Context: an optimization exercise on an open-source flow, tuned for small area and a short achievable clock period. The choices shown serve that exercise and are no tape-out recipe.
Function was checked by simulation only, so behaviour that the tests miss may differ from the original.
Power and IR drop assume default switching activity.

oak:
// DCIM
module DCIM (
    input clk,
    input rst_n,
    input in_valid,
    input [127:0] in_data1,
    input [127:0] in_data2,
    input [127:0] in_data3,
    input [127:0] in_data4,
    output reg out_valid,
    output reg [12:0] O1,
    output reg [12:0] O2,
    output reg [12:0] O3,
    output reg [12:0] O4
);
reg [5:1] v;
reg [1:0] cnt1;
reg [1:0] cnt2;
reg [1:0] cnt3;
reg [1:0] cnt4;
reg l5, l6;
reg keep1;
reg keep2;
reg keep3;
reg keep4;
always @(posedge clk or negedge rst_n) begin
    if (!rst_n) begin
        v <= 5'd0; l5 <= 1'b0; l6 <= 1'b0; out_valid <= 1'b0; O1 <= 13'd0; cnt1 <= 2'd0; keep1 <= 1'b0; O2 <= 13'd0; cnt2 <= 2'd0; keep2 <= 1'b0; O3 <= 13'd0; cnt3 <= 2'd0; keep3 <= 1'b0; O4 <= 13'd0; cnt4 <= 2'd0; keep4 <= 1'b0;
    end else begin
        v <= {v[4:1], in_valid};
        if (v[5]) begin cnt1 <= cnt1 + 2'd1; keep1 <= ~(&cnt1); end
        if (v[5]) begin cnt2 <= cnt2 + 2'd1; keep2 <= ~(&cnt2); end
        if (v[5]) begin cnt3 <= cnt3 + 2'd1; keep3 <= ~(&cnt3); end
        if (v[5]) begin cnt4 <= cnt4 + 2'd1; keep4 <= ~(&cnt4); end
        l5 <= v[5] & (&cnt1);
        l6 <= l5;
        out_valid <= l6;
        O1 <= l6 ? Q1 : 13'd0;
        O2 <= l6 ? Q2 : 13'd0;
        O3 <= l6 ? Q3 : 13'd0;
        O4 <= l6 ? Q4 : 13'd0;
    end
end
wire c1_s1 = in_data1[0] ^ in_data1[4] ^ in_data1[8];
wire c1_c1 = (in_data1[0] & in_data1[4]) | (in_data1[8] & (in_data1[0] ^ in_data1[4]));
wire c1_s2 = in_data1[12] ^ in_data1[16] ^ in_data1[20];
wire c1_c2 = (in_data1[12] & in_data1[16]) | (in_data1[20] & (in_data1[12] ^ in_data1[16]));
wire c1_s3 = in_data1[24] ^ in_data1[28] ^ in_data1[32];
wire c1_c3 = (in_data1[24] & in_data1[28]) | (in_data1[32] & (in_data1[24] ^ in_data1[28]));
wire c1_s4 = in_data1[36] ^ in_data1[40] ^ in_data1[44];
wire c1_c4 = (in_data1[36] & in_data1[40]) | (in_data1[44] & (in_data1[36] ^ in_data1[40]));
wire c1_s5 = in_data1[48] ^ in_data1[52] ^ in_data1[56];
wire c1_c5 = (in_data1[48] & in_data1[52]) | (in_data1[56] & (in_data1[48] ^ in_data1[52]));
wire c1_s6 = in_data1[60] ^ in_data1[64] ^ in_data1[68];
wire c1_c6 = (in_data1[60] & in_data1[64]) | (in_data1[68] & (in_data1[60] ^ in_data1[64]));
wire c1_s7 = in_data1[72] ^ in_data1[76] ^ in_data1[80];
wire c1_c7 = (in_data1[72] & in_data1[76]) | (in_data1[80] & (in_data1[72] ^ in_data1[76]));
wire c1_s8 = in_data1[84] ^ in_data1[88] ^ in_data1[92];
  ...
For scale: about 660 flip-flops, about 570 I/O pins, ~28000 sq um of cells after synthesis.
clock: 2.4 ns
lec_check: 0
cap_margin: 20
core_margin: 2
core_utilization: 60
cts_cluster_diameter: 80
cts_cluster_size: 30
gpl_timing_driven: 0
place_density: 0.7
setup_slack_margin: 0.8
slew_margin: 20
standard.sh (not shown) runs the stock make flow with config.mk's settings and CLKGATE_MAP_FILE= SYNTH_SCRIPT=/design/flow/synth_recipe.tcl, a recipe that flattens the netlist after the stock synthesis.
==> flow/flow/run.sh <==
#!/bin/bash
# Standard ORFS layout with two changes:
#  - SYNTH_ARGS=-noabc: skip the abc -fast inside Yosys's generic synth, so the
#    full adders written in the RTL reach extract_fa in their plain polarity
#    (no inverters around every full adder); the final liberty abc still runs.
#  - port buffers use buf_1.
set -euo pipefail
bash standard.sh SYNTH_ARGS=-noabc "BUFFER_PORTS_ARGS=-buffer_cell sky130_fd_sc_hd__buf_1" finish > flow_make.log 2>&1
[inputs] pine vs oak
Settings: PLACE_DENSITY removed (was 0.7); TNS_END_PERCENT newly set to 10; GPL_TIMING_DRIVEN removed (was 0).
Notes after the runs:
Reported for oak and pine, flip-flop and latch count turned out identical to the last digit. Compared oak against pine; row count within noise. oak ended up with reg -> out as its class of the most critical setup path; pine ended up with reg -> reg. From oak to pine the numbers moved as follows: endpoint required time on the critical path up 0.99 ns; worst setup slack now smaller; biggest cell delay along the critical path neither gained nor lost much; global-route usage over all layers now sits higher; final-layout non-clock buffer area share down 0.73 points. Diff oak -> pine | final cell count | down slightly.
Inputs modified between pine and birch:
Settings: swapping 0.8 for 0.85 in SETUP_SLACK_MARGIN; clearing TNS_END_PERCENT, which used to be 10.
--- outcome ---
Diff pine -> birch: data arrival time of the critical path moved down; setup slack moved up; final area moved up; share of total power in combinational logic moved up.
birch against pine; count of plain and timing-repair buffers in the layout is up by a few percent.
Worst stage delay on the critical path: birch vs pine up 0.02 ns
Compared with pine, birch is hungrier on power.
Fmax | birch vs pine | birch faster
Against pine, birch comes in 3900 microns higher on total wire length after detailed routing.
> inputs changed (birch -> maple)
Settings: changing SETUP_SLACK_MARGIN from 0.85 to 0.8; changing CORE_UTILIZATION from 60 to 55.
Findings:
- Compared with birch, maple shows maximum frequency lower by 0.49%.
- First-pass GRT wire length (maple vs. birch) decreases by more than 10%
- Going from birch to maple, number of vias per cell after detailed routing down about 6.5%; total of fill cells in the finished design up 21%; longest individual stage delay on the worst path flat.
- Compared with birch, in maple worst setup slack now sits lower, number of gates given a new drive strength after cts now sits higher.
- What maple reported for total detailed-routing wirelength has to be multiplied by 1.3 to get the figure for birch.

-- static timing again, ports no longer ideal --
In the flow no input, the clock included, has a driving cell. The finished layouts below were timed again as built, in two steps.
Step 1: set_driving_cell puts a clkbuf_16 on clk and a buf_2 on each other input, an assumption about the parent block.
Step 2 also shifts input and output timing later by t, the mid clock arrival at the registers, as if the neighbouring blocks saw the same clock.
Three values: ideal ports, drivers, drivers and shift; two values: the first two.
run	t, ns	slack for setup (ns)	slew at the worst register clock pin (ns)	pins driven straight from the clock port
oak	0.653	0.731 / 0.672 / 0.167	0.11 / 0.11	1
pine	0.639	0.708 / 0.708 / 0.135	0.11 / 0.11	1
birch	0.653	0.754 / 0.686 / 0.187	0.11 / 0.11	1
maple	0.655	0.746 / 0.685 / 0.265	0.11 / 0.11	1
After both steps setup and hold are still met in every run listed. The setup slack of pine, which loses most, moves by 0.000 ns with the drivers and by -0.573 ns with both steps.
